From an optimization exercise on the open Yosys and OpenROAD flow, aimed at small area and a short achievable clock period; shortcuts taken in it are not production practice.
Only simulation tests tie the RTL to the original design; equivalence was not proved.
Power figures rest on the tool's default switching activity, not on a simulated workload.

===== design/flow/design.v =====
module mac_16bit(out_rounded,md,mr,clk,rst);
output reg [26:0] out_rounded;
input [15:0] md,mr;
input clk,rst;
reg [15:0] MD;
reg [7:0] ONE, TWO, NEG;         
reg [84:0] P;                  
reg [39:0] A;                    
reg [5:0] CB;                 
reg [8:0] k;       
reg clr;           
reg z1;            
reg r1, z2;        
wire zero = !rst | clr;
wire [16:0] mrx = {mr, 1'b0};
wire [7:0] one_n, two_n, neg_n;
genvar g;
generate for (g = 0; g < 8; g = g + 1) begin : enc
  assign one_n[g] = mrx[2*g+1] ^ mrx[2*g];
  assign two_n[g] = (mrx[2*g+2] & ~mrx[2*g+1] & ~mrx[2*g]) | (~mrx[2*g+2] & mrx[2*g+1] & mrx[2*g]);
  assign neg_n[g] = mrx[2*g+2] & ~(mrx[2*g+1] & mrx[2*g]);
end endgenerate
wire [16:0] pp0 = (({17{ONE[0]}} & {MD[15], MD}) | ({17{TWO[0]}} & {MD, 1'b0})) ^ {17{NEG[0]}};
wire ns0 = ~pp0[16];
wire [16:0] pp1 = (({17{ONE[1]}} & {MD[15], MD}) | ({17{TWO[1]}} & {MD, 1'b0})) ^ {17{NEG[1]}};
wire ns1 = ~pp1[16];
wire [16:0] pp2 = (({17{ONE[2]}} & {MD[15], MD}) | ({17{TWO[2]}} & {MD, 1'b0})) ^ {17{NEG[2]}};
wire ns2 = ~pp2[16];
wire [16:0] pp3 = (({17{ONE[3]}} & {MD[15], MD}) | ({17{TWO[3]}} & {MD, 1'b0})) ^ {17{NEG[3]}};
wire ns3 = ~pp3[16];
wire [16:0] pp4 = (({17{ONE[4]}} & {MD[15], MD}) | ({17{TWO[4]}} & {MD, 1'b0})) ^ {17{NEG[4]}};
wire ns4 = ~pp4[16];
wire [16:0] pp5 = (({17{ONE[5]}} & {MD[15], MD}) | ({17{TWO[5]}} & {MD, 1'b0})) ^ {17{NEG[5]}};
wire ns5 = ~pp5[16];
wire [16:0] pp6 = (({17{ONE[6]}} & {MD[15], MD}) | ({17{TWO[6]}} & {MD, 1'b0})) ^ {17{NEG[6]}};
wire ns6 = ~pp6[16];
wire [16:0] pp7 = (({17{ONE[7]}} & {MD[15], MD}) | ({17{TWO[7]}} & {MD, 1'b0})) ^ {17{NEG[7]}};
wire ns7 = ~pp7[16];
wire as1, ac2; assign {ac2, as1} = {1'b0, pp0[10]} + {1'b0, pp1[8]};
wire as3, ac4; assign {ac4, as3} = {1'b0, pp0[11]} + {1'b0, pp1[9]};
wire as5, ac6; assign {ac6, as5} = {1'b0, pp0[12]} + {1'b0, pp1[10]} + {1'b0, pp2[8]};
wire as7, ac8; assign {ac8, as7} = {1'b0, pp3[6]} + {1'b0, pp4[4]};
wire as9, ac10; assign {ac10, as9} = {1'b0, pp0[13]} + {1'b0, pp1[11]} + {1'b0, pp2[9]};
wire as11, ac12; assign {ac12, as11} = {1'b0, pp3[7]} + {1'b0, pp4[5]};
wire as13, ac14; assign {ac14, as13} = {1'b0, pp0[14]} + {1'b0, pp1[12]} + {1'b0, pp2[10]};
wire as15, ac16; assign {ac16, as15} = {1'b0, pp3[8]} + {1'b0, pp4[6]} + {1'b0, pp5[4]};
wire as17, ac18; assign {ac18, as17} = {1'b0, pp6[2]} + {1'b0, pp7[0]};
wire as19, ac20; assign {ac20, as19} = {1'b0, pp0[15]} + {1'b0, pp1[13]} + {1'b0, pp2[11]};
wire as21, ac22; assign {ac22, as21} = {1'b0, pp3[9]} + {1'b0, pp4[7]} + {1'b0, pp5[5]};
wire as23, ac24; assign {ac24, as23} = {1'b0, pp6[3]} + {1'b0, pp7[1]};
wire as25 = ~(ns0 ^ pp1[14]); wire ac26 = ns0 | pp1[14];
wire as27, ac28; assign {ac28, as27} = {1'b0, pp2[12]} + {1'b0, pp3[10]} + {1'b0, pp4[8]};
wire as29, ac30; assign {ac30, as29} = {1'b0, pp5[6]} + {1'b0, pp6[4]} + {1'b0, pp7[2]};
wire as31 = ~(pp1[15] ^ pp2[13]); wire ac32 = pp1[15] | pp2[13];
wire as33, ac34; assign {ac34, as33} = {1'b0, pp3[11]} + {1'b0, pp4[9]} + {1'b0, pp5[7]};
wire as35, ac36; assign {ac36, as35} = {1'b0, pp6[5]} + {1'b0, pp7[3]};
wire as37, ac38; assign {ac38, as37} = {1'b0, ns1} + {1'b0, pp2[14]} + {1'b0, pp3[12]};
wire as39, ac40; assign {ac40, as39} = {1'b0, pp4[10]} + {1'b0, pp5[8]} + {1'b0, pp6[6]};
wire as41 = ~(pp2[15] ^ pp3[13]); wire ac42 = pp2[15] | pp3[13];
wire as43, ac44; assign {ac44, as43} = {1'b0, pp4[11]} + {1'b0, pp5[9]};
wire as45, ac46; assign {ac46, as45} = {1'b0, ns2} + {1'b0, pp3[14]} + {1'b0, pp4[12]};
wire as47 = ~pp3[15];
wire as48, ac49; assign {ac49, as48} = {1'b0, pp0[6]} + {1'b0, pp1[4]};
wire as50, ac51; assign {ac51, as50} = {1'b0, pp0[7]} + {1'b0, pp1[5]};
wire as52, ac53; assign {ac53, as52} = {1'b0, pp0[8]} + {1'b0, pp1[6]} + {1'b0, pp2[4]};
wire as54, ac55; assign {ac55, as54} = {1'b0, pp3[2]} + {1'b0, pp4[0]};
wire as56, ac57; assign {ac57, as56} = {1'b0, pp0[9]} + {1'b0, pp1[7]} + {1'b0, pp2[5]};
wire as58, ac59; assign {ac59, as58} = {1'b0, pp3[3]} + {1'b0, pp4[1]};
wire as60, ac61; assign {ac61, as60} = {1'b0, as1} + {1'b0, pp2[6]} + {1'b0, pp3[4]};
wire as62, ac63; assign {ac63, as62} = {1'b0, pp4[2]} + {1'b0, pp5[0]} + {1'b0, NEG[5]};
wire as64, ac65; assign {ac65, as64} = {1'b0, as3} + {1'b0, pp2[7]} + {1'b0, pp3[5]};
wire as66, ac67; assign {ac67, as66} = {1'b0, pp4[3]} + {1'b0, pp5[1]} + {1'b0, ac2};
wire as68, ac69; assign {ac69, as68} = {1'b0, as5} + {1'b0, as7} + {1'b0, pp5[2]};
wire as70, ac71; assign {ac71, as70} = {1'b0, pp6[0]} + {1'b0, NEG[6]} + {1'b0, ac4};
wire as72, ac73; assign {ac73, as72} = {1'b0, as9} + {1'b0, as11} + {1'b0, pp5[3]};
wire as74, ac75; assign {ac75, as74} = {1'b0, pp6[1]} + {1'b0, ac6} + {1'b0, ac8};
wire as76, ac77; assign {ac77, as76} = {1'b0, as13} + {1'b0, as15} + {1'b0, as17};
wire as78, ac79; assign {ac79, as78} = {1'b0, NEG[7]} + {1'b0, ac10} + {1'b0, ac12};
wire as80, ac81; assign {ac81, as80} = {1'b0, as19} + {1'b0, as21} + {1'b0, as23};
wire as82, ac83; assign {ac83, as82} = {1'b0, ac14} + {1'b0, ac16} + {1'b0, ac18};
wire as84, ac85; assign {ac85, as84} = {1'b0, as25} + {1'b0, as27} + {1'b0, as29};
wire as86, ac87; assign {ac87, as86} = {1'b0, ac20} + {1'b0, ac22} + {1'b0, ac24};
wire as88, ac89; assign {ac89, as88} = {1'b0, as31} + {1'b0, as33} + {1'b0, as35};
wire as90, ac91; assign {ac91, as90} = {1'b0, ac26} + {1'b0, ac28} + {1'b0, ac30};
wire as92, ac93; assign {ac93, as92} = {1'b0, as37} + {1'b0, as39} + {1'b0, pp7[4]};
wire as94, ac95; assign {ac95, as94} = {1'b0, ac32} + {1'b0, ac34} + {1'b0, ac36};
wire as96, ac97; assign {ac97, as96} = {1'b0, as41} + {1'b0, as43} + {1'b0, pp6[7]};
wire as98, ac99; assign {ac99, as98} = {1'b0, pp7[5]} + {1'b0, ac38} + {1'b0, ac40};
wire as100, ac101; assign {ac101, as100} = {1'b0, as45} + {1'b0, pp5[10]} + {1'b0, pp6[8]};
wire as102, ac103; assign {ac103, as102} = {1'b0, pp7[6]} + {1'b0, ac42} + {1'b0, ac44};
wire as104, ac105; assign {ac105, as104} = {1'b0, as47} + {1'b0, pp4[13]} + {1'b0, pp5[11]};
wire as106, ac107; assign {ac107, as106} = {1'b0, pp6[9]} + {1'b0, pp7[7]} + {1'b0, ac46};
wire as108, ac109; assign {ac109, as108} = {1'b0, ns3} + {1'b0, pp4[14]} + {1'b0, pp5[12]};
wire as110, ac111; assign {ac111, as110} = {1'b0, pp6[10]} + {1'b0, pp7[8]} + {1'b0, pp3[15]};
wire as112 = ~(pp4[15] ^ pp5[13]); wire ac113 = pp4[15] | pp5[13];
wire as114, ac115; assign {ac115, as114} = {1'b0, pp6[11]} + {1'b0, pp7[9]};
wire as116, ac117; assign {ac117, as116} = {1'b0, ns4} + {1'b0, pp5[14]} + {1'b0, pp6[12]};
wire as118 = ~pp5[15];
wire as119, ac120; assign {ac120, as119} = {1'b0, pp0[4]} + {1'b0, pp1[2]};
wire as121, ac122; assign {ac122, as121} = {1'b0, pp0[5]} + {1'b0, pp1[3]};
wire as123, ac124; assign {ac124, as123} = {1'b0, as48} + {1'b0, pp2[2]} + {1'b0, pp3[0]};
wire as125, ac126; assign {ac126, as125} = {1'b0, as50} + {1'b0, pp2[3]} + {1'b0, pp3[1]};
wire as127, ac128; assign {ac128, as127} = {1'b0, as52} + {1'b0, as54} + {1'b0, NEG[4]};
wire as129, ac130; assign {ac130, as129} = {1'b0, as56} + {1'b0, as58} + {1'b0, ac53};
wire as131, ac132; assign {ac132, as131} = {1'b0, as60} + {1'b0, as62} + {1'b0, ac57};
wire as133, ac134; assign {ac134, as133} = {1'b0, as64} + {1'b0, as66} + {1'b0, ac61};
wire as135, ac136; assign {ac136, as135} = {1'b0, as68} + {1'b0, as70} + {1'b0, ac65};
wire as137, ac138; assign {ac138, as137} = {1'b0, as72} + {1'b0, as74} + {1'b0, ac69};
wire as139, ac140; assign {ac140, as139} = {1'b0, as76} + {1'b0, as78} + {1'b0, ac73};
wire as141, ac142; assign {ac142, as141} = {1'b0, as80} + {1'b0, as82} + {1'b0, ac77};
wire as143, ac144; assign {ac144, as143} = {1'b0, as84} + {1'b0, as86} + {1'b0, ac81};
wire as145, ac146; assign {ac146, as145} = {1'b0, as88} + {1'b0, as90} + {1'b0, ac85};
wire as147, ac148; assign {ac148, as147} = {1'b0, as92} + {1'b0, as94} + {1'b0, ac89};
wire as149, ac150; assign {ac150, as149} = {1'b0, as96} + {1'b0, as98} + {1'b0, ac93};
wire as151, ac152; assign {ac152, as151} = {1'b0, as100} + {1'b0, as102} + {1'b0, ac97};
wire as153, ac154; assign {ac154, as153} = {1'b0, as104} + {1'b0, as106} + {1'b0, ac101};
wire as155, ac156; assign {ac156, as155} = {1'b0, as108} + {1'b0, as110} + {1'b0, ac105};
wire as157, ac158; assign {ac158, as157} = {1'b0, as112} + {1'b0, as114} + {1'b0, ac109};
wire as159, ac160; assign {ac160, as159} = {1'b0, as116} + {1'b0, pp7[10]} + {1'b0, ac113};
wire as161, ac162; assign {ac162, as161} = {1'b0, as118} + {1'b0, pp6[13]} + {1'b0, pp7[11]};
wire as163, ac164; assign {ac164, as163} = {1'b0, ns5} + {1'b0, pp6[14]} + {1'b0, pp7[12]};
wire as165 = ~pp6[15];
wire [84:0] pnext;
assign pnext[0] = pp0[0];
assign pnext[1] = NEG[0];
assign pnext[2] = pp0[1];
assign pnext[3] = pp0[2];
assign pnext[4] = pp1[0];
assign pnext[5] = NEG[1];
assign pnext[6] = pp0[3];
assign pnext[7] = pp1[1];
assign pnext[8] = as119;
assign pnext[9] = pp2[0];
assign pnext[10] = NEG[2];
assign pnext[11] = as121;
assign pnext[12] = pp2[1];
assign pnext[13] = ac120;
assign pnext[14] = as123;
assign pnext[15] = NEG[3];
assign pnext[16] = ac122;
assign pnext[17] = as125;
assign pnext[18] = ac49;
assign pnext[19] = ac124;
assign pnext[20] = as127;
assign pnext[21] = ac51;
assign pnext[22] = ac126;
assign pnext[23] = as129;
assign pnext[24] = ac55;
assign pnext[25] = ac128;
assign pnext[26] = as131;
assign pnext[27] = ac59;
assign pnext[28] = ac130;
assign pnext[29] = as133;
assign pnext[30] = ac63;
assign pnext[31] = ac132;
assign pnext[32] = as135;
assign pnext[33] = ac67;
assign pnext[34] = ac134;
assign pnext[35] = as137;
assign pnext[36] = ac71;
assign pnext[37] = ac136;
assign pnext[38] = as139;
assign pnext[39] = ac75;
assign pnext[40] = ac138;
assign pnext[41] = as141;
assign pnext[42] = ac79;
assign pnext[43] = ac140;
assign pnext[44] = as143;
assign pnext[45] = ac83;
assign pnext[46] = ac142;
assign pnext[47] = as145;
assign pnext[48] = ac87;
assign pnext[49] = ac144;
assign pnext[50] = as147;
assign pnext[51] = ac91;
assign pnext[52] = ac146;
assign pnext[53] = as149;
assign pnext[54] = ac95;
assign pnext[55] = ac148;
assign pnext[56] = as151;
assign pnext[57] = ac99;
assign pnext[58] = ac150;
assign pnext[59] = as153;
assign pnext[60] = ac103;
assign pnext[61] = ac152;
assign pnext[62] = as155;
assign pnext[63] = ac107;
assign pnext[64] = ac154;
assign pnext[65] = as157;
assign pnext[66] = ac111;
assign pnext[67] = ac156;
assign pnext[68] = as159;
assign pnext[69] = ac115;
assign pnext[70] = ac158;
assign pnext[71] = as161;
assign pnext[72] = ac117;
assign pnext[73] = ac160;
assign pnext[74] = as163;
assign pnext[75] = pp5[15];
assign pnext[76] = ac162;
assign pnext[77] = as165;
assign pnext[78] = pp7[13];
assign pnext[79] = ac164;
assign pnext[80] = ns6;
assign pnext[81] = pp7[14];
assign pnext[82] = pp6[15];
assign pnext[83] = pp7[15];
assign pnext[84] = ns7;
wire bs166, bc167; assign {bc167, bs166} = {1'b0, P[3]} + {1'b0, P[4]};
wire bs168, bc169; assign {bc169, bs168} = {1'b0, P[6]} + {1'b0, P[7]};
wire [1:0] bt172 = {1'b0, ~P[8]} + {1'b0, ~P[9]} + {1'b0, ~P[10]}; wire bs170 = ~bt172[0]; wire bc171 = ~bt172[1];
wire [1:0] bt175 = {1'b0, ~P[11]} + {1'b0, ~P[12]} + {1'b0, ~P[13]}; wire bs173 = ~bt175[0]; wire bc174 = ~bt175[1];
wire [1:0] bt178 = {1'b0, ~P[14]} + {1'b0, ~P[15]} + {1'b0, ~P[16]}; wire bs176 = ~bt178[0]; wire bc177 = ~bt178[1];
wire [1:0] bt181 = {1'b0, ~P[17]} + {1'b0, ~P[18]} + {1'b0, ~P[19]}; wire bs179 = ~bt181[0]; wire bc180 = ~bt181[1];
wire [1:0] bt184 = {1'b0, ~P[20]} + {1'b0, ~P[21]} + {1'b0, ~P[22]}; wire bs182 = ~bt184[0]; wire bc183 = ~bt184[1];
wire [1:0] bt187 = {1'b0, ~P[23]} + {1'b0, ~P[24]} + {1'b0, ~P[25]}; wire bs185 = ~bt187[0]; wire bc186 = ~bt187[1];
wire [1:0] bt190 = {1'b0, ~P[26]} + {1'b0, ~P[27]} + {1'b0, ~P[28]}; wire bs188 = ~bt190[0]; wire bc189 = ~bt190[1];
wire [1:0] bt193 = {1'b0, ~P[29]} + {1'b0, ~P[30]} + {1'b0, ~P[31]}; wire bs191 = ~bt193[0]; wire bc192 = ~bt193[1];
wire [1:0] bt196 = {1'b0, ~P[32]} + {1'b0, ~P[33]} + {1'b0, ~P[34]}; wire bs194 = ~bt196[0]; wire bc195 = ~bt196[1];
wire [1:0] bt199 = {1'b0, ~P[35]} + {1'b0, ~P[36]} + {1'b0, ~P[37]}; wire bs197 = ~bt199[0]; wire bc198 = ~bt199[1];
wire [1:0] bt202 = {1'b0, ~P[38]} + {1'b0, ~P[39]} + {1'b0, ~P[40]}; wire bs200 = ~bt202[0]; wire bc201 = ~bt202[1];
wire [1:0] bt205 = {1'b0, ~P[41]} + {1'b0, ~P[42]} + {1'b0, ~P[43]}; wire bs203 = ~bt205[0]; wire bc204 = ~bt205[1];
wire [1:0] bt208 = {1'b0, ~P[44]} + {1'b0, ~P[45]} + {1'b0, ~P[46]}; wire bs206 = ~bt208[0]; wire bc207 = ~bt208[1];
wire [1:0] bt211 = {1'b0, ~P[47]} + {1'b0, ~P[48]} + {1'b0, ~P[49]}; wire bs209 = ~bt211[0]; wire bc210 = ~bt211[1];
wire [1:0] bt214 = {1'b0, ~P[50]} + {1'b0, ~P[51]} + {1'b0, ~P[52]}; wire bs212 = ~bt214[0]; wire bc213 = ~bt214[1];
wire [1:0] bt217 = {1'b0, ~P[53]} + {1'b0, ~P[54]} + {1'b0, ~P[55]}; wire bs215 = ~bt217[0]; wire bc216 = ~bt217[1];
wire [1:0] bt220 = {1'b0, ~P[56]} + {1'b0, ~P[57]} + {1'b0, ~P[58]}; wire bs218 = ~bt220[0]; wire bc219 = ~bt220[1];
wire [1:0] bt223 = {1'b0, ~P[59]} + {1'b0, ~P[60]} + {1'b0, ~P[61]}; wire bs221 = ~bt223[0]; wire bc222 = ~bt223[1];
wire [1:0] bt226 = {1'b0, ~P[62]} + {1'b0, ~P[63]} + {1'b0, ~P[64]}; wire bs224 = ~bt226[0]; wire bc225 = ~bt226[1];
wire [1:0] bt229 = {1'b0, ~P[65]} + {1'b0, ~P[66]} + {1'b0, ~P[67]}; wire bs227 = ~bt229[0]; wire bc228 = ~bt229[1];
wire [1:0] bt232 = {1'b0, ~P[68]} + {1'b0, ~P[69]} + {1'b0, ~P[70]}; wire bs230 = ~bt232[0]; wire bc231 = ~bt232[1];
wire [1:0] bt235 = {1'b0, ~P[71]} + {1'b0, ~P[72]} + {1'b0, ~P[73]}; wire bs233 = ~bt235[0]; wire bc234 = ~bt235[1];
wire [1:0] bt238 = {1'b0, ~P[74]} + {1'b0, ~P[75]} + {1'b0, ~P[76]}; wire bs236 = ~bt238[0]; wire bc237 = ~bt238[1];
wire [1:0] bt241 = {1'b0, ~P[77]} + {1'b0, ~P[78]} + {1'b0, ~P[79]}; wire bs239 = ~bt241[0]; wire bc240 = ~bt241[1];
wire [1:0] bt244 = {1'b0, ~P[80]} + {1'b0, ~P[81]} + {1'b0, ~P[82]}; wire bs242 = ~bt244[0]; wire bc243 = ~bt244[1];
wire bs245 = ~P[83];
wire bs246, bc247; assign {bc247, bs246} = {1'b0, P[0]} + {1'b0, P[1]};
wire bs248, bc249; assign {bc249, bs248} = {1'b0, P[2]} + {1'b0, A[1]};
wire [1:0] bt252 = {1'b0, ~bs166} + {1'b0, ~P[5]} + {1'b0, ~A[2]}; wire bs250 = ~bt252[0]; wire bc251 = ~bt252[1];
wire [1:0] bt255 = {1'b0, ~bs168} + {1'b0, ~A[3]} + {1'b0, ~bc167}; wire bs253 = ~bt255[0]; wire bc254 = ~bt255[1];
wire [1:0] bt258 = {1'b0, ~bs170} + {1'b0, ~A[4]} + {1'b0, ~bc169}; wire bs256 = ~bt258[0]; wire bc257 = ~bt258[1];
wire [1:0] bt261 = {1'b0, ~bs173} + {1'b0, ~A[5]} + {1'b0, ~bc171}; wire bs259 = ~bt261[0]; wire bc260 = ~bt261[1];
wire [1:0] bt264 = {1'b0, ~bs176} + {1'b0, ~A[6]} + {1'b0, ~bc174}; wire bs262 = ~bt264[0]; wire bc263 = ~bt264[1];
wire [1:0] bt267 = {1'b0, ~bs179} + {1'b0, ~A[7]} + {1'b0, ~bc177}; wire bs265 = ~bt267[0]; wire bc266 = ~bt267[1];
wire [1:0] bt270 = {1'b0, ~bs182} + {1'b0, ~A[8]} + {1'b0, ~bc180}; wire bs268 = ~bt270[0]; wire bc269 = ~bt270[1];
wire [1:0] bt273 = {1'b0, ~bs185} + {1'b0, ~A[9]} + {1'b0, ~bc183}; wire bs271 = ~bt273[0]; wire bc272 = ~bt273[1];
wire [1:0] bt276 = {1'b0, ~bs188} + {1'b0, ~A[10]} + {1'b0, ~bc186}; wire bs274 = ~bt276[0]; wire bc275 = ~bt276[1];
wire [1:0] bt279 = {1'b0, ~bs191} + {1'b0, ~A[11]} + {1'b0, ~bc189}; wire bs277 = ~bt279[0]; wire bc278 = ~bt279[1];
wire [1:0] bt282 = {1'b0, ~bs194} + {1'b0, ~A[12]} + {1'b0, ~bc192}; wire bs280 = ~bt282[0]; wire bc281 = ~bt282[1];
wire [1:0] bt285 = {1'b0, ~bs197} + {1'b0, ~A[13]} + {1'b0, ~bc195}; wire bs283 = ~bt285[0]; wire bc284 = ~bt285[1];
wire [1:0] bt288 = {1'b0, ~bs200} + {1'b0, ~A[14]} + {1'b0, ~bc198}; wire bs286 = ~bt288[0]; wire bc287 = ~bt288[1];
wire [1:0] bt291 = {1'b0, ~bs203} + {1'b0, ~A[15]} + {1'b0, ~bc201}; wire bs289 = ~bt291[0]; wire bc290 = ~bt291[1];
wire [1:0] bt294 = {1'b0, ~bs206} + {1'b0, ~A[16]} + {1'b0, ~bc204}; wire bs292 = ~bt294[0]; wire bc293 = ~bt294[1];
wire [1:0] bt297 = {1'b0, ~bs209} + {1'b0, ~A[17]} + {1'b0, ~bc207}; wire bs295 = ~bt297[0]; wire bc296 = ~bt297[1];
wire [1:0] bt300 = {1'b0, ~bs212} + {1'b0, ~A[18]} + {1'b0, ~bc210}; wire bs298 = ~bt300[0]; wire bc299 = ~bt300[1];
wire [1:0] bt303 = {1'b0, ~bs215} + {1'b0, ~A[19]} + {1'b0, ~bc213}; wire bs301 = ~bt303[0]; wire bc302 = ~bt303[1];
wire [1:0] bt306 = {1'b0, ~bs218} + {1'b0, ~A[20]} + {1'b0, ~bc216}; wire bs304 = ~bt306[0]; wire bc305 = ~bt306[1];
wire [1:0] bt309 = {1'b0, ~bs221} + {1'b0, ~A[21]} + {1'b0, ~bc219}; wire bs307 = ~bt309[0]; wire bc308 = ~bt309[1];
wire [1:0] bt312 = {1'b0, ~bs224} + {1'b0, ~A[22]} + {1'b0, ~bc222}; wire bs310 = ~bt312[0]; wire bc311 = ~bt312[1];
wire [1:0] bt315 = {1'b0, ~bs227} + {1'b0, ~A[23]} + {1'b0, ~bc225}; wire bs313 = ~bt315[0]; wire bc314 = ~bt315[1];
wire [1:0] bt318 = {1'b0, ~bs230} + {1'b0, ~A[24]} + {1'b0, ~bc228}; wire bs316 = ~bt318[0]; wire bc317 = ~bt318[1];
wire [1:0] bt321 = {1'b0, ~bs233} + {1'b0, ~A[25]} + {1'b0, ~bc231}; wire bs319 = ~bt321[0]; wire bc320 = ~bt321[1];
wire [1:0] bt324 = {1'b0, ~bs236} + {1'b0, ~A[26]} + {1'b0, ~bc234}; wire bs322 = ~bt324[0]; wire bc323 = ~bt324[1];
wire [1:0] bt327 = {1'b0, ~bs239} + {1'b0, ~A[27]} + {1'b0, ~bc237}; wire bs325 = ~bt327[0]; wire bc326 = ~bt327[1];
wire [1:0] bt330 = {1'b0, ~bs242} + {1'b0, ~A[28]} + {1'b0, ~bc240}; wire bs328 = ~bt330[0]; wire bc329 = ~bt330[1];
wire [1:0] bt333 = {1'b0, ~bs245} + {1'b0, ~A[29]} + {1'b0, ~bc243}; wire bs331 = ~bt333[0]; wire bc332 = ~bt333[1];
wire [1:0] bt336 = {1'b0, ~P[84]} + {1'b0, ~A[30]} + {1'b0, ~P[83]}; wire bs334 = ~bt336[0]; wire bc335 = ~bt336[1];
wire bs337 = ~A[31];
wire [7:0] yhi = 8'd0 + {7'd0, A[31]} - 8'd1;
wire k0_g338, k0_p344; assign {k0_g338, k0_p344} = {1'b0, bs246} + {1'b0, A[0]};
wire k0_g339, k0_p345; assign {k0_g339, k0_p345} = {1'b0, bs248} + {1'b0, bc247};
wire k0_g340, k0_p346; assign {k0_g340, k0_p346} = {1'b0, bs250} + {1'b0, bc249};
wire k0_g341, k0_p347; assign {k0_g341, k0_p347} = {1'b0, bs253} + {1'b0, bc251};
wire k0_g342, k0_p348; assign {k0_g342, k0_p348} = {1'b0, bs256} + {1'b0, bc254};
wire k0_g343, k0_p349; assign {k0_g343, k0_p349} = {1'b0, bs259} + {1'b0, bc257};
wire k0_G350 = k0_g339 | (k0_p345 & k0_g338);
wire k0_P351 = k0_p345 & k0_p344;
wire k0_G352 = k0_g340 | (k0_p346 & k0_g339);
wire k0_P353 = k0_p346 & k0_p345;
wire k0_G354 = k0_g341 | (k0_p347 & k0_g340);
wire k0_P355 = k0_p347 & k0_p346;
wire k0_G356 = k0_g342 | (k0_p348 & k0_g341);
wire k0_P357 = k0_p348 & k0_p347;
wire k0_G358 = k0_g343 | (k0_p349 & k0_g342);
wire k0_P359 = k0_p349 & k0_p348;
wire k0_G360 = k0_G352 | (k0_P353 & k0_g338);
wire k0_P361 = k0_P353 & k0_p344;
wire k0_G362 = k0_G354 | (k0_P355 & k0_G350);
wire k0_P363 = k0_P355 & k0_P351;
wire k0_G364 = k0_G356 | (k0_P357 & k0_G352);
wire k0_P365 = k0_P357 & k0_P353;
wire k0_G366 = k0_G358 | (k0_P359 & k0_G354);
wire k0_P367 = k0_P359 & k0_P355;
wire k0_G368 = k0_G364 | (k0_P365 & k0_g338);
wire k0_P369 = k0_P365 & k0_p344;
wire k0_G370 = k0_G366 | (k0_P367 & k0_G350);
wire k0_P371 = k0_P367 & k0_P351;
wire k0_s372 = k0_p344;
wire k0_s373 = k0_p345 ^ k0_g338;
wire k0_s374 = k0_p346 ^ k0_G350;
wire k0_s375 = k0_p347 ^ k0_G360;
wire k0_s376 = k0_p348 ^ k0_G362;
wire k0_s377 = k0_p349 ^ k0_G368;
wire k1_g378, k1_p384; assign {k1_g378, k1_p384} = {1'b0, bs262} + {1'b0, bc260};
wire k1_g379, k1_p385; assign {k1_g379, k1_p385} = {1'b0, bs265} + {1'b0, bc263};
wire k1_g380, k1_p386; assign {k1_g380, k1_p386} = {1'b0, bs268} + {1'b0, bc266};
wire k1_g381, k1_p387; assign {k1_g381, k1_p387} = {1'b0, bs271} + {1'b0, bc269};
wire k1_g382, k1_p388; assign {k1_g382, k1_p388} = {1'b0, bs274} + {1'b0, bc272};
wire k1_g383, k1_p389; assign {k1_g383, k1_p389} = {1'b0, bs277} + {1'b0, bc275};
wire k1_G390 = k1_g379 | (k1_p385 & k1_g378);
wire k1_P391 = k1_p385 & k1_p384;
wire k1_G392 = k1_g380 | (k1_p386 & k1_g379);
wire k1_P393 = k1_p386 & k1_p385;
wire k1_G394 = k1_g381 | (k1_p387 & k1_g380);
wire k1_P395 = k1_p387 & k1_p386;
wire k1_G396 = k1_g382 | (k1_p388 & k1_g381);
wire k1_P397 = k1_p388 & k1_p387;
wire k1_G398 = k1_g383 | (k1_p389 & k1_g382);
wire k1_P399 = k1_p389 & k1_p388;
wire k1_G400 = k1_G392 | (k1_P393 & k1_g378);
wire k1_P401 = k1_P393 & k1_p384;
wire k1_G402 = k1_G394 | (k1_P395 & k1_G390);
wire k1_P403 = k1_P395 & k1_P391;
wire k1_G404 = k1_G396 | (k1_P397 & k1_G392);
wire k1_P405 = k1_P397 & k1_P393;
wire k1_G406 = k1_G398 | (k1_P399 & k1_G394);
wire k1_P407 = k1_P399 & k1_P395;
wire k1_G408 = k1_G404 | (k1_P405 & k1_g378);
wire k1_P409 = k1_P405 & k1_p384;
wire k1_G410 = k1_G406 | (k1_P407 & k1_G390);
wire k1_P411 = k1_P407 & k1_P391;
wire k1_s412 = k1_p384 ^ CB[0];
wire k1_c413 = k1_g378 | (k1_p384 & CB[0]);
wire k1_s414 = k1_p385 ^ k1_c413;
wire k1_c415 = k1_G390 | (k1_P391 & CB[0]);
wire k1_s416 = k1_p386 ^ k1_c415;
wire k1_c417 = k1_G400 | (k1_P401 & CB[0]);
wire k1_s418 = k1_p387 ^ k1_c417;
wire k1_c419 = k1_G402 | (k1_P403 & CB[0]);
wire k1_s420 = k1_p388 ^ k1_c419;
wire k1_c421 = k1_G408 | (k1_P409 & CB[0]);
wire k1_s422 = k1_p389 ^ k1_c421;
wire k1_co423 = k1_G410 | (k1_P411 & CB[0]);
wire k2_g424, k2_p430; assign {k2_g424, k2_p430} = {1'b0, bs280} + {1'b0, bc278};
wire k2_g425, k2_p431; assign {k2_g425, k2_p431} = {1'b0, bs283} + {1'b0, bc281};
wire k2_g426, k2_p432; assign {k2_g426, k2_p432} = {1'b0, bs286} + {1'b0, bc284};
wire k2_g427, k2_p433; assign {k2_g427, k2_p433} = {1'b0, bs289} + {1'b0, bc287};
wire k2_g428, k2_p434; assign {k2_g428, k2_p434} = {1'b0, bs292} + {1'b0, bc290};
wire k2_g429, k2_p435; assign {k2_g429, k2_p435} = {1'b0, bs295} + {1'b0, bc293};
wire k2_G436 = k2_g425 | (k2_p431 & k2_g424);
wire k2_P437 = k2_p431 & k2_p430;
wire k2_G438 = k2_g426 | (k2_p432 & k2_g425);
wire k2_P439 = k2_p432 & k2_p431;
wire k2_G440 = k2_g427 | (k2_p433 & k2_g426);
wire k2_P441 = k2_p433 & k2_p432;
wire k2_G442 = k2_g428 | (k2_p434 & k2_g427);
wire k2_P443 = k2_p434 & k2_p433;
wire k2_G444 = k2_g429 | (k2_p435 & k2_g428);
wire k2_P445 = k2_p435 & k2_p434;
wire k2_G446 = k2_G438 | (k2_P439 & k2_g424);
wire k2_P447 = k2_P439 & k2_p430;
wire k2_G448 = k2_G440 | (k2_P441 & k2_G436);
wire k2_P449 = k2_P441 & k2_P437;
wire k2_G450 = k2_G442 | (k2_P443 & k2_G438);
wire k2_P451 = k2_P443 & k2_P439;
wire k2_G452 = k2_G444 | (k2_P445 & k2_G440);
wire k2_P453 = k2_P445 & k2_P441;
wire k2_G454 = k2_G450 | (k2_P451 & k2_g424);
wire k2_P455 = k2_P451 & k2_p430;
wire k2_G456 = k2_G452 | (k2_P453 & k2_G436);
wire k2_P457 = k2_P453 & k2_P437;
wire k2_s458 = k2_p430 ^ CB[1];
wire k2_c459 = k2_g424 | (k2_p430 & CB[1]);
wire k2_s460 = k2_p431 ^ k2_c459;
wire k2_c461 = k2_G436 | (k2_P437 & CB[1]);
wire k2_s462 = k2_p432 ^ k2_c461;
wire k2_c463 = k2_G446 | (k2_P447 & CB[1]);
wire k2_s464 = k2_p433 ^ k2_c463;
wire k2_c465 = k2_G448 | (k2_P449 & CB[1]);
wire k2_s466 = k2_p434 ^ k2_c465;
wire k2_c467 = k2_G454 | (k2_P455 & CB[1]);
wire k2_s468 = k2_p435 ^ k2_c467;
wire k2_co469 = k2_G456 | (k2_P457 & CB[1]);
wire k3_g470, k3_p476; assign {k3_g470, k3_p476} = {1'b0, bs298} + {1'b0, bc296};
wire k3_g471, k3_p477; assign {k3_g471, k3_p477} = {1'b0, bs301} + {1'b0, bc299};
wire k3_g472, k3_p478; assign {k3_g472, k3_p478} = {1'b0, bs304} + {1'b0, bc302};
wire k3_g473, k3_p479; assign {k3_g473, k3_p479} = {1'b0, bs307} + {1'b0, bc305};
wire k3_g474, k3_p480; assign {k3_g474, k3_p480} = {1'b0, bs310} + {1'b0, bc308};
wire k3_g475, k3_p481; assign {k3_g475, k3_p481} = {1'b0, bs313} + {1'b0, bc311};
wire k3_G482 = k3_g471 | (k3_p477 & k3_g470);
wire k3_P483 = k3_p477 & k3_p476;
wire k3_G484 = k3_g472 | (k3_p478 & k3_g471);
wire k3_P485 = k3_p478 & k3_p477;
wire k3_G486 = k3_g473 | (k3_p479 & k3_g472);
wire k3_P487 = k3_p479 & k3_p478;
wire k3_G488 = k3_g474 | (k3_p480 & k3_g473);
wire k3_P489 = k3_p480 & k3_p479;
wire k3_G490 = k3_g475 | (k3_p481 & k3_g474);
wire k3_P491 = k3_p481 & k3_p480;
wire k3_G492 = k3_G484 | (k3_P485 & k3_g470);
wire k3_P493 = k3_P485 & k3_p476;
wire k3_G494 = k3_G486 | (k3_P487 & k3_G482);
wire k3_P495 = k3_P487 & k3_P483;
wire k3_G496 = k3_G488 | (k3_P489 & k3_G484);
wire k3_P497 = k3_P489 & k3_P485;
wire k3_G498 = k3_G490 | (k3_P491 & k3_G486);
wire k3_P499 = k3_P491 & k3_P487;
wire k3_G500 = k3_G496 | (k3_P497 & k3_g470);
wire k3_P501 = k3_P497 & k3_p476;
wire k3_G502 = k3_G498 | (k3_P499 & k3_G482);
wire k3_P503 = k3_P499 & k3_P483;
wire k3_s504 = k3_p476 ^ CB[2];
wire k3_c505 = k3_g470 | (k3_p476 & CB[2]);
wire k3_s506 = k3_p477 ^ k3_c505;
wire k3_c507 = k3_G482 | (k3_P483 & CB[2]);
wire k3_s508 = k3_p478 ^ k3_c507;
wire k3_c509 = k3_G492 | (k3_P493 & CB[2]);
wire k3_s510 = k3_p479 ^ k3_c509;
wire k3_c511 = k3_G494 | (k3_P495 & CB[2]);
wire k3_s512 = k3_p480 ^ k3_c511;
wire k3_c513 = k3_G500 | (k3_P501 & CB[2]);
wire k3_s514 = k3_p481 ^ k3_c513;
wire k3_co515 = k3_G502 | (k3_P503 & CB[2]);
wire k4_g516, k4_p522; assign {k4_g516, k4_p522} = {1'b0, bs316} + {1'b0, bc314};
wire k4_g517, k4_p523; assign {k4_g517, k4_p523} = {1'b0, bs319} + {1'b0, bc317};
wire k4_g518, k4_p524; assign {k4_g518, k4_p524} = {1'b0, bs322} + {1'b0, bc320};
wire k4_g519, k4_p525; assign {k4_g519, k4_p525} = {1'b0, bs325} + {1'b0, bc323};
wire k4_g520, k4_p526; assign {k4_g520, k4_p526} = {1'b0, bs328} + {1'b0, bc326};
wire k4_g521, k4_p527; assign {k4_g521, k4_p527} = {1'b0, bs331} + {1'b0, bc329};
wire k4_G528 = k4_g517 | (k4_p523 & k4_g516);
wire k4_P529 = k4_p523 & k4_p522;
wire k4_G530 = k4_g518 | (k4_p524 & k4_g517);
wire k4_P531 = k4_p524 & k4_p523;
wire k4_G532 = k4_g519 | (k4_p525 & k4_g518);
wire k4_P533 = k4_p525 & k4_p524;
wire k4_G534 = k4_g520 | (k4_p526 & k4_g519);
wire k4_P535 = k4_p526 & k4_p525;
wire k4_G536 = k4_g521 | (k4_p527 & k4_g520);
wire k4_P537 = k4_p527 & k4_p526;
wire k4_G538 = k4_G530 | (k4_P531 & k4_g516);
wire k4_P539 = k4_P531 & k4_p522;
wire k4_G540 = k4_G532 | (k4_P533 & k4_G528);
wire k4_P541 = k4_P533 & k4_P529;
wire k4_G542 = k4_G534 | (k4_P535 & k4_G530);
wire k4_P543 = k4_P535 & k4_P531;
wire k4_G544 = k4_G536 | (k4_P537 & k4_G532);
wire k4_P545 = k4_P537 & k4_P533;
wire k4_G546 = k4_G542 | (k4_P543 & k4_g516);
wire k4_P547 = k4_P543 & k4_p522;
wire k4_G548 = k4_G544 | (k4_P545 & k4_G528);
wire k4_P549 = k4_P545 & k4_P529;
wire k4_s550 = k4_p522 ^ CB[3];
wire k4_c551 = k4_g516 | (k4_p522 & CB[3]);
wire k4_s552 = k4_p523 ^ k4_c551;
wire k4_c553 = k4_G528 | (k4_P529 & CB[3]);
wire k4_s554 = k4_p524 ^ k4_c553;
wire k4_c555 = k4_G538 | (k4_P539 & CB[3]);
wire k4_s556 = k4_p525 ^ k4_c555;
wire k4_c557 = k4_G540 | (k4_P541 & CB[3]);
wire k4_s558 = k4_p526 ^ k4_c557;
wire k4_c559 = k4_G546 | (k4_P547 & CB[3]);
wire k4_s560 = k4_p527 ^ k4_c559;
wire k4_co561 = k4_G548 | (k4_P549 & CB[3]);
wire k5_g562, k5_p568; assign {k5_g562, k5_p568} = {1'b0, bs334} + {1'b0, bc332};
wire k5_g563, k5_p569; assign {k5_g563, k5_p569} = {1'b0, bs337} + {1'b0, bc335};
wire k5_g564, k5_p570; assign {k5_g564, k5_p570} = {1'b0, A[32]} + {1'b0, yhi[0]};
wire k5_g565, k5_p571; assign {k5_g565, k5_p571} = {1'b0, A[33]} + {1'b0, yhi[1]};
wire k5_g566, k5_p572; assign {k5_g566, k5_p572} = {1'b0, A[34]} + {1'b0, yhi[2]};
wire k5_g567, k5_p573; assign {k5_g567, k5_p573} = {1'b0, A[35]} + {1'b0, yhi[3]};
wire k5_G574 = k5_g563 | (k5_p569 & k5_g562);
wire k5_P575 = k5_p569 & k5_p568;
wire k5_G576 = k5_g564 | (k5_p570 & k5_g563);
wire k5_P577 = k5_p570 & k5_p569;
wire k5_G578 = k5_g565 | (k5_p571 & k5_g564);
wire k5_P579 = k5_p571 & k5_p570;
wire k5_G580 = k5_g566 | (k5_p572 & k5_g565);
wire k5_P581 = k5_p572 & k5_p571;
wire k5_G582 = k5_g567 | (k5_p573 & k5_g566);
wire k5_P583 = k5_p573 & k5_p572;
wire k5_G584 = k5_G576 | (k5_P577 & k5_g562);
wire k5_P585 = k5_P577 & k5_p568;
wire k5_G586 = k5_G578 | (k5_P579 & k5_G574);
wire k5_P587 = k5_P579 & k5_P575;
wire k5_G588 = k5_G580 | (k5_P581 & k5_G576);
wire k5_P589 = k5_P581 & k5_P577;
wire k5_G590 = k5_G582 | (k5_P583 & k5_G578);
wire k5_P591 = k5_P583 & k5_P579;
wire k5_G592 = k5_G588 | (k5_P589 & k5_g562);
wire k5_P593 = k5_P589 & k5_p568;
wire k5_G594 = k5_G590 | (k5_P591 & k5_G574);
wire k5_P595 = k5_P591 & k5_P575;
wire k5_s596 = k5_p568 ^ CB[4];
wire k5_c597 = k5_g562 | (k5_p568 & CB[4]);
wire k5_s598 = k5_p569 ^ k5_c597;
wire k5_c599 = k5_G574 | (k5_P575 & CB[4]);
wire k5_s600 = k5_p570 ^ k5_c599;
wire k5_c601 = k5_G584 | (k5_P585 & CB[4]);
wire k5_s602 = k5_p571 ^ k5_c601;
wire k5_c603 = k5_G586 | (k5_P587 & CB[4]);
wire k5_s604 = k5_p572 ^ k5_c603;
wire k5_c605 = k5_G592 | (k5_P593 & CB[4]);
wire k5_s606 = k5_p573 ^ k5_c605;
wire k5_co607 = k5_G594 | (k5_P595 & CB[4]);
wire k6_g608, k6_p612; assign {k6_g608, k6_p612} = {1'b0, A[36]} + {1'b0, yhi[4]};
wire k6_g609, k6_p613; assign {k6_g609, k6_p613} = {1'b0, A[37]} + {1'b0, yhi[5]};
wire k6_g610, k6_p614; assign {k6_g610, k6_p614} = {1'b0, A[38]} + {1'b0, yhi[6]};
wire k6_g611, k6_p615; assign {k6_g611, k6_p615} = {1'b0, A[39]} + {1'b0, yhi[7]};
wire k6_G616 = k6_g609 | (k6_p613 & k6_g608);
wire k6_P617 = k6_p613 & k6_p612;
wire k6_G618 = k6_g610 | (k6_p614 & k6_g609);
wire k6_P619 = k6_p614 & k6_p613;
wire k6_G620 = k6_g611 | (k6_p615 & k6_g610);
wire k6_P621 = k6_p615 & k6_p614;
wire k6_G622 = k6_G618 | (k6_P619 & k6_g608);
wire k6_P623 = k6_P619 & k6_p612;
wire k6_G624 = k6_G620 | (k6_P621 & k6_G616);
wire k6_P625 = k6_P621 & k6_P617;
wire k6_s626 = k6_p612 ^ CB[5];
wire k6_c627 = k6_g608 | (k6_p612 & CB[5]);
wire k6_s628 = k6_p613 ^ k6_c627;
wire k6_c629 = k6_G616 | (k6_P617 & CB[5]);
wire k6_s630 = k6_p614 ^ k6_c629;
wire k6_c631 = k6_G622 | (k6_P623 & CB[5]);
wire k6_s632 = k6_p615 ^ k6_c631;
wire k6_co633 = k6_G624 | (k6_P625 & CB[5]);
wire [39:0] sum = {k6_s632, k6_s630, k6_s628, k6_s626, k5_s606, k5_s604, k5_s602, k5_s600, k5_s598, k5_s596, k4_s560, k4_s558, k4_s556, k4_s554, k4_s552, k4_s550, k3_s514, k3_s512, k3_s510, k3_s508, k3_s506, k3_s504, k2_s468, k2_s466, k2_s464, k2_s462, k2_s460, k2_s458, k1_s422, k1_s420, k1_s418, k1_s416, k1_s414, k1_s412, k0_s377, k0_s376, k0_s375, k0_s374, k0_s373, k0_s372};
wire [5:0] cbnext = {k5_co607, k4_co561, k3_co515, k2_co469, k1_co423, k0_G370};
wire [13:0] L = {1'b0, A[12:0]} + {7'd0, CB[0], 6'd0} + {1'd0, CB[1], 12'd0};
wire c13 = L[13];
wire up = L[12] & ((A[13] ^ c13) | (|L[11:0]));
wire rg634, rp661; assign {rg634, rp661} = {1'b0, A[13]} + {1'b0, c13};
wire rg635 = 1'b0; wire rp662 = A[14];
wire rg636 = 1'b0; wire rp663 = A[15];
wire rg637 = 1'b0; wire rp664 = A[16];
wire rg638 = 1'b0; wire rp665 = A[17];
wire rg639, rp666; assign {rg639, rp666} = {1'b0, A[18]} + {1'b0, CB[2]};
wire rg640 = 1'b0; wire rp667 = A[19];
wire rg641 = 1'b0; wire rp668 = A[20];
wire rg642 = 1'b0; wire rp669 = A[21];
wire rg643 = 1'b0; wire rp670 = A[22];
wire rg644 = 1'b0; wire rp671 = A[23];
wire rg645, rp672; assign {rg645, rp672} = {1'b0, A[24]} + {1'b0, CB[3]};
wire rg646 = 1'b0; wire rp673 = A[25];
wire rg647 = 1'b0; wire rp674 = A[26];
wire rg648 = 1'b0; wire rp675 = A[27];
wire rg649 = 1'b0; wire rp676 = A[28];
wire rg650 = 1'b0; wire rp677 = A[29];
wire rg651, rp678; assign {rg651, rp678} = {1'b0, A[30]} + {1'b0, CB[4]};
wire rg652 = 1'b0; wire rp679 = A[31];
wire rg653 = 1'b0; wire rp680 = A[32];
wire rg654 = 1'b0; wire rp681 = A[33];
wire rg655 = 1'b0; wire rp682 = A[34];
wire rg656 = 1'b0; wire rp683 = A[35];
wire rg657, rp684; assign {rg657, rp684} = {1'b0, A[36]} + {1'b0, CB[5]};
wire rg658 = 1'b0; wire rp685 = A[37];
wire rg659 = 1'b0; wire rp686 = A[38];
wire rg660 = 1'b0; wire rp687 = A[39];
wire rG688 = rg635 | (rp662 & rg634);
wire rP689 = rp662 & rp661;
wire rG690 = rg637 | (rp664 & rg636);
wire rP691 = rp664 & rp663;
wire rG692 = rg639 | (rp666 & rg638);
wire rP693 = rp666 & rp665;
wire rG694 = rg641 | (rp668 & rg640);
wire rP695 = rp668 & rp667;
wire rG696 = rg643 | (rp670 & rg642);
wire rP697 = rp670 & rp669;
wire rG698 = rg645 | (rp672 & rg644);
wire rP699 = rp672 & rp671;
wire rG700 = rg647 | (rp674 & rg646);
wire rP701 = rp674 & rp673;
wire rG702 = rg649 | (rp676 & rg648);
wire rP703 = rp676 & rp675;
wire rG704 = rg651 | (rp678 & rg650);
wire rP705 = rp678 & rp677;
wire rG706 = rg653 | (rp680 & rg652);
wire rP707 = rp680 & rp679;
wire rG708 = rg655 | (rp682 & rg654);
wire rP709 = rp682 & rp681;
wire rG710 = rg657 | (rp684 & rg656);
wire rP711 = rp684 & rp683;
wire rG712 = rg659 | (rp686 & rg658);
wire rP713 = rp686 & rp685;
wire rG714 = rg636 | (rp663 & rG688);
wire rP715 = rp663 & rP689;
wire rG716 = rG690 | (rP691 & rG688);
wire rP717 = rP691 & rP689;
wire rG718 = rg640 | (rp667 & rG692);
wire rP719 = rp667 & rP693;
wire rG720 = rG694 | (rP695 & rG692);
wire rP721 = rP695 & rP693;
wire rG722 = rg644 | (rp671 & rG696);
wire rP723 = rp671 & rP697;
wire rG724 = rG698 | (rP699 & rG696);
wire rP725 = rP699 & rP697;
wire rG726 = rg648 | (rp675 & rG700);
wire rP727 = rp675 & rP701;
wire rG728 = rG702 | (rP703 & rG700);
wire rP729 = rP703 & rP701;
wire rG730 = rg652 | (rp679 & rG704);
wire rP731 = rp679 & rP705;
wire rG732 = rG706 | (rP707 & rG704);
wire rP733 = rP707 & rP705;
wire rG734 = rg656 | (rp683 & rG708);
wire rP735 = rp683 & rP709;
wire rG736 = rG710 | (rP711 & rG708);
wire rP737 = rP711 & rP709;
wire rG738 = rg660 | (rp687 & rG712);
wire rP739 = rp687 & rP713;
wire rG740 = rg638 | (rp665 & rG716);
wire rP741 = rp665 & rP717;
wire rG742 = rG692 | (rP693 & rG716);
wire rP743 = rP693 & rP717;
wire rG744 = rG718 | (rP719 & rG716);
wire rP745 = rP719 & rP717;
wire rG746 = rG720 | (rP721 & rG716);
wire rP747 = rP721 & rP717;
wire rG748 = rg646 | (rp673 & rG724);
wire rP749 = rp673 & rP725;
wire rG750 = rG700 | (rP701 & rG724);
wire rP751 = rP701 & rP725;
wire rG752 = rG726 | (rP727 & rG724);
wire rP753 = rP727 & rP725;
wire rG754 = rG728 | (rP729 & rG724);
wire rP755 = rP729 & rP725;
wire rG756 = rg654 | (rp681 & rG732);
wire rP757 = rp681 & rP733;
wire rG758 = rG708 | (rP709 & rG732);
wire rP759 = rP709 & rP733;
wire rG760 = rG734 | (rP735 & rG732);
wire rP761 = rP735 & rP733;
wire rG762 = rG736 | (rP737 & rG732);
wire rP763 = rP737 & rP733;
wire rG764 = rg642 | (rp669 & rG746);
wire rP765 = rp669 & rP747;
wire rG766 = rG696 | (rP697 & rG746);
wire rP767 = rP697 & rP747;
wire rG768 = rG722 | (rP723 & rG746);
wire rP769 = rP723 & rP747;
wire rG770 = rG724 | (rP725 & rG746);
wire rP771 = rP725 & rP747;
wire rG772 = rG748 | (rP749 & rG746);
wire rP773 = rP749 & rP747;
wire rG774 = rG750 | (rP751 & rG746);
wire rP775 = rP751 & rP747;
wire rG776 = rG752 | (rP753 & rG746);
wire rP777 = rP753 & rP747;
wire rG778 = rG754 | (rP755 & rG746);
wire rP779 = rP755 & rP747;
wire rG780 = rg658 | (rp685 & rG762);
wire rP781 = rp685 & rP763;
wire rG782 = rG712 | (rP713 & rG762);
wire rP783 = rP713 & rP763;
wire rG784 = rG738 | (rP739 & rG762);
wire rP785 = rP739 & rP763;
wire rG786 = rg650 | (rp677 & rG778);
wire rP787 = rp677 & rP779;
wire rG788 = rG704 | (rP705 & rG778);
wire rP789 = rP705 & rP779;
wire rG790 = rG730 | (rP731 & rG778);
wire rP791 = rP731 & rP779;
wire rG792 = rG732 | (rP733 & rG778);
wire rP793 = rP733 & rP779;
wire rG794 = rG756 | (rP757 & rG778);
wire rP795 = rP757 & rP779;
wire rG796 = rG758 | (rP759 & rG778);
wire rP797 = rP759 & rP779;
wire rG798 = rG760 | (rP761 & rG778);
wire rP799 = rP761 & rP779;
wire rG800 = rG762 | (rP763 & rG778);
wire rP801 = rP763 & rP779;
wire rG802 = rG780 | (rP781 & rG778);
wire rP803 = rP781 & rP779;
wire rG804 = rG782 | (rP783 & rG778);
wire rP805 = rP783 & rP779;
wire rG806 = rG784 | (rP785 & rG778);
wire rP807 = rP785 & rP779;
wire rs808 = rp661 ^ up;
wire rc809 = rg634 | (rp661 & up);
wire rs810 = rp662 ^ rc809;
wire rc811 = rG688 | (rP689 & up);
wire rs812 = rp663 ^ rc811;
wire rc813 = rG714 | (rP715 & up);
wire rs814 = rp664 ^ rc813;
wire rc815 = rG716 | (rP717 & up);
wire rs816 = rp665 ^ rc815;
wire rc817 = rG740 | (rP741 & up);
wire rs818 = rp666 ^ rc817;
wire rc819 = rG742 | (rP743 & up);
wire rs820 = rp667 ^ rc819;
wire rc821 = rG744 | (rP745 & up);
wire rs822 = rp668 ^ rc821;
wire rc823 = rG746 | (rP747 & up);
wire rs824 = rp669 ^ rc823;
wire rc825 = rG764 | (rP765 & up);
wire rs826 = rp670 ^ rc825;
wire rc827 = rG766 | (rP767 & up);
wire rs828 = rp671 ^ rc827;
wire rc829 = rG768 | (rP769 & up);
wire rs830 = rp672 ^ rc829;
wire rc831 = rG770 | (rP771 & up);
wire rs832 = rp673 ^ rc831;
wire rc833 = rG772 | (rP773 & up);
wire rs834 = rp674 ^ rc833;
wire rc835 = rG774 | (rP775 & up);
wire rs836 = rp675 ^ rc835;
wire rc837 = rG776 | (rP777 & up);
wire rs838 = rp676 ^ rc837;
wire rc839 = rG778 | (rP779 & up);
wire rs840 = rp677 ^ rc839;
wire rc841 = rG786 | (rP787 & up);
wire rs842 = rp678 ^ rc841;
wire rc843 = rG788 | (rP789 & up);
wire rs844 = rp679 ^ rc843;
wire rc845 = rG790 | (rP791 & up);
wire rs846 = rp680 ^ rc845;
wire rc847 = rG792 | (rP793 & up);
wire rs848 = rp681 ^ rc847;
wire rc849 = rG794 | (rP795 & up);
wire rs850 = rp682 ^ rc849;
wire rc851 = rG796 | (rP797 & up);
wire rs852 = rp683 ^ rc851;
wire rc853 = rG798 | (rP799 & up);
wire rs854 = rp684 ^ rc853;
wire rc855 = rG800 | (rP801 & up);
wire rs856 = rp685 ^ rc855;
wire rc857 = rG802 | (rP803 & up);
wire rs858 = rp686 ^ rc857;
wire rc859 = rG804 | (rP805 & up);
wire rs860 = rp687 ^ rc859;
wire rco861 = rG806 | (rP807 & up);
wire [26:0] rnd = {rs860, rs858, rs856, rs854, rs852, rs850, rs848, rs846, rs844, rs842, rs840, rs838, rs836, rs834, rs832, rs830, rs828, rs826, rs824, rs822, rs820, rs818, rs816, rs814, rs812, rs810, rs808};
always @(posedge clk) begin
  MD <= md;
  ONE <= one_n;
  TWO <= two_n;
  NEG <= neg_n;
  P <= pnext;
  z1 <= zero;
  r1 <= !rst;
  z2 <= r1;
  if (z1 | z2) A <= 40'd0;
  else A <= sum;
  if (z1 | z2) CB <= 6'd0;
  else CB <= cbnext;
  out_rounded <= (zero | z1) ? 27'd0 : rnd;
  if (zero) k <= {8'd0, clr};
  else k <= k + 9'd1;
  clr <= rst & !clr & (k == 9'd258);
end
endmodule

===== design/flow/constraint.sdc =====
create_clock -name core_clock -period 6.9 [get_ports {clk}]
set_input_delay 1.3800 -clock core_clock [delete_from_list [all_inputs] [get_ports {clk}]]
set_output_delay 1.3800 -clock core_clock [all_outputs]
set_load 0.01 [all_outputs]

===== design/flow/run.sh =====
#!/bin/bash
# synth_recipe.tcl (not shown) runs the flow's synth.tcl, then flattens the netlist and writes it again
# the make line also repeats each setting of config.mk as NAME=value (left out here)
make -C /OpenROAD-flow-scripts/flow DESIGN_CONFIG=/design/flow/config.mk WORK_HOME=/design/flow/orfs CLKGATE_MAP_FILE= SYNTH_SCRIPT=/design/flow/synth_recipe.tcl finish

===== design/flow/config.mk =====
export PLATFORM = sky130hd
export DESIGN_NAME = mac_16bit
export DESIGN_NICKNAME = mac_16bit
export VERILOG_FILES = /design/flow/design.v
export SDC_FILE = /design/flow/constraint.sdc
export NUM_CORES = 4
export LEC_CHECK = 0
export CAP_MARGIN = 20
export CORE_MARGIN = 2
export CORE_UTILIZATION = 40
export SETUP_SLACK_MARGIN = 4.4
export SLEW_MARGIN = 20

==> results of run 1 <==
## final timing paths
path	from	endpoint	slack [ns]	cells after the start
hold reg to reg	r1	z2	0.34	0
setup reg to reg	P[68]	A[29]	4.29	9
hold / removal	r1	z2	0.34	0
setup / recovery	P[68]	A[29]	4.29	9
## logic make-up after synthesis
family                     count (synthesis)  share of synthesized area
and+or+nand+nor                          184                     0.0753
adders and majority gates                202                      0.272
xor gates and xnor gates                 186                      0.129
buffers and inverters                    196                     0.0587
DFF                                      211                      0.334
muxes                                      5                    0.00455
AOI/OAI and AO/OA                        226                      0.126
## synth_stat cells (4+ instances only)
cell	n
a21o_1	13
a21oi_1	29
a22oi_1	120
and2_1	6
buf_1	4
buf_2	5
clkbuf_1	73
dfxtp_1	211
fa_1	122
ha_1	80
inv_1	114
nand2_1	28
nand2b_1	8
nand3_1	8
nand3b_1	7
nor2_1	69
nor2b_1	11
nor3_1	17
o211ai_1	4
o21ai_0	32
o21bai_1	6
or3_1	7
xnor2_1	126
xor2_1	60
## metal layers
| metal | up-vias | wire length (µm) | global-route usage |
|---|---|---|---|
| met3 | 31 | 1320 | 0.0227 |
| met1 | 4150 | 13200 | 0.236 |
| met4 | 0 | 415 | 0.0390 |
| met5 | - | 0 | 0 |
| met2 | 205 | 12700 | 0.260 |
| li1 | 4182 | - | - |
## report_power, final
group	internal, mW	switching, mW	leakage [nW]
sequential	1.54	0.258	1.77
combinational	2.04	1.97	4.32
clock	0.910	0.531	0.440
total	4.49	2.76	6.53
## final cells by class
cell class              count  area share
clock buffers              33      0.0451
clock inverters            12      0.0134
inverters                 114      0.0275
multi-input cells         804       0.521
flip-flops and latches    211       0.280
well taps                 402      0.0322
repair buffers            144      0.0808
## layout by cell type, fill, tap and decap left out, drive strengths merged, types with 32 or more instances in the layout
master / netlist / routed
a22oi: 120 / 120
buf: 9 / 83
clkbuf: 73 / 36
clkdlybuf4s50: 0 / 32
dfxtp: 211 / 211
fa: 122 / 122
ha: 80 / 80
inv: 114 / 116
nor2: 69 / 69
o21ai: 34 / 34
xnor2: 126 / 126
xor2: 60 / 60
## sequential cells by signal (all words and copies together) (netlist names), 6 cells and up
name         flops
A               40
out_rounded     27
P               85
MD              16
k                9
TWO              8
CB               6
ONE              8
NEG              8
## per-stage QoR
step           power [mW]  hold WS, ns  instances   util
3_5_place_dp         5.21        0.317       1595  0.432
6_report             7.24        0.335       1720  0.499
3_3_place_gp         5.09        0.317       1595  0.432
5_1_grt              7.94        0.354       1720  0.499
4_1_cts              6.98        0.341       1663  0.475
2_1_floorplan        4.50        0.310       1210      -
## repair_timing
| action | CTS | global route |
|---|---|---|
| endpoints found under the setup margin | 94 | 72 |
| setup buffers | 22 | 57 |
| cloned | 1 | 0 |
| hold buffers | 0 | 0 |
| pin swaps | 32 | 47 |
| resized for setup | 148 | 94 |
==> summary.txt, run 1 <==
GRT Total Usage 0.164; global route total overflow 0; DP Worst Slack 3.45 ns; leading area contributor after synthesis dfxtp_1; syn_nets 1,446; die area 33,000 µm²; RSZ-0062 raised after global routing yes; placed cell areas 13,500 µm²; leading register cell type out of synthesis dfxtp_1; CTS buffer count 25; post-detail-place hpwl 19,000 µm; largest net degree at the start of global routing 43; Slew headroom 0.464; synthesized instance count 1,210; clock sinks 211; Startpoint Class flip-flop; number of DRC markers in iteration 0 590; fmax 383 MHz; Synth async-reset ratio 0; Max Cap Violations 0; share of post-route cells with drive strength above 1 0.215; pwr/cell area 463 nW/µm²; layout net count 1,536; num rows 65; worst path cell trace fa_1, fa_1, ha_1, a21o_1, a21o_1, a21oi_2, o21ai_2, xnor2_1, nor2_1; Synth top area share 0.334; EDFF count, synth 0; vias in the first global route 8,338; #FFs+latches synth 211; Worst EP required 7.28 ns; Max Slew Vio Count 0; Syn-to-layout area delta 23.7%; H-tree Lvls 1; fill count 2,765; slowest CP cell fa_1; crit path DAT 3.00 ns; element type at the critical path end flip-flop; Mapped Avg Cell Area 10.4 µm²; I/O pin count 61; die width 182 µm; register area share after synthesis 0.334; n_diodes 0; VDD IR max 0.246 mV; Hold Crit Class reg2reg; vias after detailed routing 8,568; Yosys warning count 1; Max stage delay on crit path 0.56 ns; setup tns final 0 ns; first-pass GRT wire length 44,100 µm; Clock Skews 0.0251 ns; actual slew at the worst max-slew pin 0.805 ns; Setup-failing EPs final 0; Final Cycle Share 0.379; Crit Path Category reg2reg; Finished Cell Area 15,600 µm²; min cycle time layout 2.61 ns; CP delay by family, top adder cells; buffer and inverter count on the worst path 0; Multi-input gate area 8140 µm²; clock latency on the worst-skew pair 0.53 ns; routed len/inst 16.0 µm; mapped cell area 12,600 µm²; Leakage 6.53 nW; drt total wl 27,600 µm; port bufs 60; most area-consuming cells after synthesis dfxtp_1, fa_1, xnor2_1, ha_1, a22oi_1; Worst-path clk slew 0.06 ns; Die Height 182 µm; starting utilization of the core area 0.404; initial antenna violation count 0; total core area 31,300 µm²; routed vias/inst 4.98; post-synth cell types 58; post-route ant nets 0; outcome complete, no violations; DRT Pass-1 Iters 6; CTS tree yes; fin worst setup slack 4.29 ns; Clock Root Buffer clkbuf_16; DRC Markers 0; crit-path max FO 3; final hold vios 0; routability cong. 0.840; storage element area 4380 µm²; CTS max path bufs 3
==> run 2, diff against run 1 <==
--- a/design/flow/config.mk
+++ b/design/flow/config.mk
@@ -8,5 +8,6 @@
 export CAP_MARGIN = 20
 export CORE_MARGIN = 2
 export CORE_UTILIZATION = 40
+export CTS_BUF_LIST = sky130_fd_sc_hd__clkbuf_4 sky130_fd_sc_hd__clkbuf_8
 export SETUP_SLACK_MARGIN = 4.4
 export SLEW_MARGIN = 20
==> summary.txt, run 2 <==
outcome complete, no violations (unchanged); CTS tree yes (unchanged); starting utilization of the core area 0.404 (unchanged); crit-path max FO 3 (unchanged); clock sinks 211 (unchanged); buffer and inverter count on the worst path 0 (unchanged); min cycle time layout 2.61 ns (about the same); Synth top cells by count dfxtp_1, xnor2_1, fa_1 (unchanged); VDD IR max 0.182 mV (was 0.246 mV); die area 33,000 µm² (unchanged); most common cell in the synthesized netlist dfxtp_1 (unchanged); Max Cap Violations 0 (unchanged); vias after detailed routing 8,861 (was 8,568); DRT Pass-1 Iters 5 (was 6); Core Util, Final 0.505 (was 0.499); share of post-route cells with drive strength above 1 0.250 (was 0.215); Hold Crit Class reg2reg (unchanged); DRC Markers 0 (unchanged); port bufs 60 (unchanged); Worst Setup EP A[16] (was A[29]); Crit. Startpoint P[33] (was P[68]); first-pass GRT wire length 44,300 µm (was 44,100 µm); setup tns final 0 ns (unchanged); layout net count 1,587 (was 1,536); leading register cell type out of synthesis dfxtp_1 (unchanged); commonest non-fill, non-tap cell in the layout dfxtp_1 (unchanged); routability cong. 0.840 (unchanged); number of DRC markers in iteration 0 579 (was 590); CP delay by family, top adder cells (unchanged); Synth async-reset ratio 0 (unchanged); Leakage 6.72 nW (was 6.53 nW); Max Slew Vio Count 0 (unchanged); total core area 31,300 µm² (unchanged); Layout Cells excl Fill 1,779 (was 1,720); Yosys warning count 1 (unchanged); most frequent cells in the layout dfxtp_1, xnor2_1, fa_1, inv_1, buf_4 (was dfxtp_1, xnor2_1, fa_1, inv_1, a22oi_1); most area-consuming cells after synthesis dfxtp_1, fa_1, xnor2_1, ha_1, a22oi_1 (unchanged); Clock Root Buffer clkbuf_8 (was clkbuf_16); CTS max path bufs 3 (unchanged); EDFF count, synth 0 (unchanged); initial antenna violation count 0 (unchanged); reg2reg path depth 9 (unchanged); Die Height 182 µm (unchanged); Regs by FF count P: 85 flops, A: 40 flops, out_rounded: 27 flops (unchanged); actual slew at the worst max-slew pin 0.806 ns (was 0.805 ns); #FFs+latches synth 211 (unchanged); WP depth 9 (unchanged); Final Cycle Share 0.378 (was 0.379); Worst-path clk slew 0.06 ns (about the same); syn_nets 1,446 (unchanged); largest net degree at the start of global routing 43 (unchanged); Max stage delay on crit path 0.55 ns (was 0.56 ns); post-synth cell types 58 (unchanged); post-detail-place hpwl 19,000 µm (unchanged); Startpoint Class flip-flop (unchanged); Setup-failing EPs final 0 (unchanged); post-route ant nets 0 (unchanged); Hold Path Cell Cnt 0 (unchanged); fmax 383 MHz (about the same); Mapped Avg Cell Area 10.4 µm² (unchanged); I/O pin count 61 (unchanged); die width 182 µm (unchanged); drt total wl 28,500 µm (was 27,600 µm); max FFs per register 85 (unchanged); Worst EP required 7.28 ns (about the same); crit path DAT 2.99 ns (was 3.00 ns); Crit Path Category reg2reg (unchanged); global route total overflow 0 (unchanged); # hold bufs at CTS 0 (unchanged); Synth top area share 0.334 (unchanged); RSZ-0062 raised after global routing yes (unchanged); leading area contributor after synthesis dfxtp_1 (unchanged); Largest Register P (unchanged); routed vias/inst 4.98 (about the same); Syn-to-layout area delta 25.1% (was 23.7%); slowest CP cell fa_1 (unchanged); register area share after synthesis 0.334 (unchanged); n_diodes 0 (unchanged); element type at the critical path end flip-flop (unchanged); flop-to-flop setup slack 4.29 ns (about the same); GRT Total Usage 0.166 (was 0.164); CTS buffer count 38 (was 25); Placed Instances 1,595 (unchanged); num rows 65 (unchanged); pwr/cell area 448 nW/µm² (was 463 nW/µm²); routed len/inst 16.0 µm (about the same); worst path cell trace fa_1, fa_1, ha_1, a21o_1, a21o_1, a21oi_2, o21bai_1, xnor2_1, nor2_1 (was fa_1, fa_1, ha_1, a21o_1, a21o_1, a21oi_2, o21ai_2, xnor2_1, nor2_1); Slew headroom 0.462 (was 0.464); Critical R2R Launch P[33] (was P[68]); H-tree Lvls 2 (was 1); mapped cell area 12,600 µm² (unchanged); final hold vios 0 (unchanged); vias in the first global route 8,469 (was 8,338); Clock Skews 0.0249 ns (was 0.0251 ns); worst flop-to-flop path endpoint A[16] (was A[29]); clock latency on the worst-skew pair 0.54 ns (was 0.53 ns); synthesized instance count 1,210 (unchanged)
run 2: cell counts after synthesis:
No cell type changed its count.
run 2: how the worst min path moves through the flow:
stage | to | from | slack, ns
3_3_place_gp | z2 | r1 | 0.32
2_1_floorplan | z2 | r1 | 0.31
3_5_place_dp | z2 | r1 | 0.32
5_1_grt | z2 | r1 | 0.35
6_report | z2 | r1 | 0.33
4_1_cts | z2 | r1 | 0.34
run 2: logic make-up after synthesis:
logic type      count (synthesis)  synth area share
compound gates                226             0.126
xor+xnor                      186             0.129
fa+ha+maj                     202             0.272
buf+inv                       196            0.0587
flops                         211             0.334
mux                             5           0.00455
simple gates                  184            0.0753
run 2: metal layers:
| layer | up-vias | GRT usage | wire length (µm) |
|---|---|---|---|
| met5 | - | 0 | 0 |
| met4 | 0 | 0.0485 | 727 |
| met3 | 70 | 0.0275 | 1430 |
| met2 | 266 | 0.262 | 13000 |
| met1 | 4240 | 0.234 | 13400 |
| li1 | 4285 | - | - |
run 2: power breakdown:
part           internal [mW]  switching, mW  total (mW)
clock network          0.804          0.517        1.32
registers               1.53          0.244        1.78
logic                   2.04           1.95        3.99
run 2: final cells by class:
type	instances	area [µm²]
Clock inverter	10	163
Tap cell	402	503
Sequential cell	211	4380
Clock buffer	56	702
Multi-Input combinational cell	804	8110
Timing Repair Buffer	182	1520
Inverter	114	430
Fill cell	2777	15500
run 2: worst reg2reg max path, stage by stage (launching register included):
cell	delay, ns
dfxtp_2	0.32
fa_1	0.55
fa_1	0.44
ha_1	0.31
a21o_1	0.16
a21o_1	0.18
a21oi_2	0.19
o21bai_1	0.10
xnor2_1	0.15
nor2_1	0.05
run 2: metrics by stage:
stage | power [mW] | worst slack [ns] | instance area [µm²] | hold WS, ns
floorplan | 4.50 | 4.40 | 12900 | 0.310
global placement | 5.09 | 3.46 | 13500 | 0.317
detailed placement | 5.21 | 3.45 | 13500 | 0.317
CTS | 6.90 | 4.25 | 14900 | 0.340
global route | 7.80 | 4.12 | 15800 | 0.354
finish | 7.09 | 4.29 | 15800 | 0.334
run 2: what timing repair did:
action,CTS,global route
cloned,1,0
setup endpoints to repair,94,67
gates resized for setup,171,78
pin swaps,38,44
buffers inserted,23,94

separate check: timing with driven ports:
The results above use ideal ports. As a check the final layouts listed here were re-extracted and re-timed, cells and wires unchanged.
Step 1 (the two cells are an assumption about what drives the block):
set clk [get_ports {clk}]
set_driving_cell -lib_cell sky130_fd_sc_hd__clkbuf_16 $clk
set_driving_cell -lib_cell sky130_fd_sc_hd__buf_2 [delete_from_list [all_inputs] $clk]
Step 2 moves the port delays by t, midway between the first and last clock arrival at a register: inputs arrive t later, outputs are due t later. That takes back most of the time a late clock gives input paths.
a / b / c = ideal / step 1 / step 2; a / b = the first two.
| run | t (ns) | slack for setup (ns) | hold WS [ns] | latest minus earliest clock arrival (ns) | worst data-port slew with drivers (ns) |
|---|---|---|---|---|---|
| run 1 | 0.560 | 4.286 / 4.286 / 4.192 | 0.335 / 0.335 / 0.335 | 0.025 / 0.025 | 0.03 |
| run 2 | 0.567 | 4.292 / 4.292 / 4.192 | 0.334 / 0.334 / 0.334 | 0.025 / 0.025 | 0.03 |
After both steps every run listed still meets setup and hold. The setup slack of run 2, which loses most, moves by 0.000 ns with the drivers and by -0.100 ns with both steps.
